Background: an optimization exercise with open tools, aiming at small area and a short achievable clock period. Do not read the settings as production practice.
Where RTL was checked, it was by simulation tests only, not by an equivalence proof against the original.
Power figures rest on the tool's default switching activity, not on a simulated workload.

==> yarrow <==
Design dsp_27x27u, start of the top module:
module dsp_27x27u #(
    parameter LATENCY = 2,
    parameter AX_WIDTH = 27,
    parameter AY_WIDTH = 27,
    parameter RESULT_A_WIDTH = 54
) (
    input   clock,
    input   resetn,
    input   ivalid,
    input   iready,
    output  ovalid,
    output  oready,
    input [AX_WIDTH-1:0] ax,
    input [AY_WIDTH-1:0] ay,
    output [RESULT_A_WIDTH-1:0] resulta
);
    reg [26:0] xr;
    reg [28:0] x3r;
    reg [8:0] negr;
    reg [8:0] oner;
    reg [8:0] twor;
    reg [8:0] thrr;
    reg [8:0] fourr;
    reg ytop;
    reg [12:0] lowr;
    reg pr12;
    reg gr12;
    reg pr13;
    reg gr13;
    reg pr14;
    reg gr14;
    reg pr15;
    reg gr15;
    reg pr16;
    reg gr16;
    reg pr17;
    reg gr17;
    reg pr18;
    reg gr18;
    reg pr19;
    reg gr19;
    reg pr20;
    reg gr20;
    reg pr21;
    reg gr21;
    reg pr22;
    reg gr22;
    reg pr23;
    reg gr23;
    reg pr24;
    reg gr24;
    reg pr25;
    reg gr25;
    reg pr26;
    reg gr26;
    reg pr27;
    reg gr27;
    reg pr28;
    reg gr28;
    reg pr29;
    reg gr29;
    reg pr30;
    reg gr30;
    reg pr31;
    reg gr31;
    reg pr32;
    reg gr32;
    reg pr33;
    reg gr33;
    reg pr34;
    reg gr34;
    reg pr35;
    reg gr35;
    reg pr36;
    reg gr36;
    reg pr37;
    reg gr37;
    reg pr38;
    reg gr38;
    reg pr39;
    reg gr39;
    reg pr40;
    reg gr40;
    reg pr41;
    reg gr41;
    reg pr42;
    reg gr42;
    reg pr43;
    reg gr43;
  ...
clock: 8.5 ns
lec_check: 0
cap_margin: 20
core_margin: 2
core_utilization: 45
setup_slack_margin: 4.8
slew_margin: 20
synth_hierarchical: 1
synth_minimum_keep_size: 0
tns_end_percent: 10
standard.sh (not shown) runs the stock make flow with config.mk's settings and CLKGATE_MAP_FILE= SYNTH_SCRIPT=/design/flow/synth_recipe.tcl, a recipe that flattens the netlist after the stock synthesis.
==> flow/flow/run.sh <==
#!/bin/bash
# Standard layout, with each tool's output kept in a log here.
set -e
bash standard.sh > standard.log 2>&1
==> garnet: changes against yarrow <==
==> flow/run.sh (new file) <==
#!/bin/bash
# synth_recipe.tcl (not shown) runs the flow's synth.tcl, then flattens the netlist and writes it again
# the make line also repeats each setting of config.mk as NAME=value (left out here)
make -C /OpenROAD-flow-scripts/flow DESIGN_CONFIG=/design/flow/config.mk WORK_HOME=/design/flow/orfs CLKGATE_MAP_FILE= SYNTH_SCRIPT=/design/flow/synth_recipe.tcl finish
- CORE_UTILIZATION: 45 -> 60
removed: flow/flow/run.sh
removed: flow/standard.sh
==> lagoon: changes against yarrow <==
==> flow/run.sh (new file) <==
#!/bin/bash
# synth_recipe.tcl (not shown) runs the flow's synth.tcl, then flattens the netlist and writes it again
# the make line also repeats each setting of config.mk as NAME=value (left out here)
make -C /OpenROAD-flow-scripts/flow DESIGN_CONFIG=/design/flow/config.mk WORK_HOME=/design/flow/orfs CLKGATE_MAP_FILE= SYNTH_SCRIPT=/design/flow/synth_recipe.tcl finish
- SETUP_SLACK_MARGIN: 4.8 -> 4.55
- TNS_END_PERCENT: 10 -> unset
removed: flow/flow/run.sh
removed: flow/standard.sh
==> run notes <==
Of lagoon and garnet, lagoon has the higher non-clock buffer count (gap 2). The highest final area belongs to lagoon, the lowest to garnet. Between yarrow and lagoon, the lower utilization is in yarrow (gap 0.19 points). Sequential power is about the same in lagoon and garnet.

---

==> inputs of run a <==
Another version of the RTL of dsp_27x27u (not shown whole).
// dsp_27x27u
module dsp_27x27u #(
    parameter LATENCY = 2,
    parameter AX_WIDTH = 27,
    parameter AY_WIDTH = 27,
    parameter RESULT_A_WIDTH = 54
) (
    input   clock,
    input   resetn,
    input   ivalid,
    input   iready,
    output  ovalid,
    output  oready,
    input [AX_WIDTH-1:0] ax,
    input [AY_WIDTH-1:0] ay,
    output [RESULT_A_WIDTH-1:0] resulta
);
==> flow/config.mk <==
export PLATFORM = sky130hd
export DESIGN_NAME = dsp_27x27u
export DESIGN_NICKNAME = dsp_27x27u
export VERILOG_FILES = /design/flow/design.v
export SDC_FILE = /design/flow/constraint.sdc
export NUM_CORES = 4
export LEC_CHECK = 0
export ABC_CLOCK_PERIOD_IN_PS = 4000
export CAP_MARGIN = 20
export CORE_MARGIN = 2
export CORE_UTILIZATION = 40
export SETUP_SLACK_MARGIN = 4
export SLEW_MARGIN = 20
export SYNTH_HIERARCHICAL = 1
export SYNTH_MINIMUM_KEEP_SIZE = 0
==> flow/constraint.sdc <==
create_clock -name core_clock -period 8.5 [get_ports {clock}]
set_input_delay 1.7000 -clock core_clock [delete_from_list [all_inputs] [get_ports {clock}]]
set_output_delay 1.7000 -clock core_clock [all_outputs]
set_load 0.01 [all_outputs]
run.sh (not shown) runs the stock make flow with config.mk's settings and CLKGATE_MAP_FILE= SYNTH_SCRIPT=/design/flow/synth_recipe.tcl, a recipe that flattens the netlist after the stock synthesis.
Stock flow here: none of the scripts above is used.
==> inputs of run b, as changes to run a <==
SETUP_SLACK_MARGIN = 5   (was 4)
==> comparison table <==
	run b	run a
Status	finished clean	finished clean
Worst setup path startpoint	cs3_0$_DFF_P_	cs9_1$_DFF_P_
Layout Nets	2668	2560
Global placement routability congestion	0.8643	0.9053
Delay of the slowest critical-path stage	0.40 ns	0.34 ns
Signal buf overhead	14.53%	7.586%
Ratio of cells with drive above 1 in the final layout	32.31%	14.61%
Met2 Use GR	43.68%	40.12%
Met3 wirelength from detailed routing	8273 um	8156 um
Design area	27450 sq um	24150 sq um
Wire length after detailed routing	76610 um	69310 um
Count of cells resized by post-cts repair	622	266
Leakage power	10.22 nW	8.999 nW
Setup slack after placement	3.015 ns	2.869 ns
Hold EP	cs2_1$_DFF_P_	cs53_1$_DFF_P_
Tmin final	4.909 ns	4.977 ns
Routed via count	17770	16870
Clkbuf count	18	17
No functional check of the RTL was part of any run of this note.

## afterwards: timing with drivers on the ports
Ports are ideal in the flow. The routed layouts listed here were re-timed in OpenROAD.
Step 1 assumes that a clkbuf_16 drives the clock port and a buf_2 every other input.
Step 2 also shifts input and output timing later by t, the mid clock arrival at the registers, as if the neighbouring blocks saw the same clock.
a / b / c = ideal ports / drivers / drivers and shift; a / b = the first two.
| run | shift t [ns] | slack for setup (ns) | slew at the worst register clock pin (ns) | cell pins on the clock port's net |
|---|---|---|---|---|
| yarrow | 0.522 | 4.488 / 4.433 / 4.155 | 0.08 / 0.08 | 1 |
| garnet | 0.514 | 4.450 / 4.390 / 4.131 | 0.09 / 0.09 | 1 |
| lagoon | 0.524 | 4.471 / 4.416 / 4.299 | 0.08 / 0.08 | 1 |
| run a | 0.531 | 3.523 / 3.462 / 3.993 | 0.08 / 0.08 | 1 |
| run b | 0.544 | 3.591 / 3.522 / 4.066 | 0.08 / 0.08 | 1 |
After both steps setup and hold are still met in every run listed. The setup slack of yarrow, which loses most, moves by -0.055 ns with the drivers and by -0.333 ns with both steps.
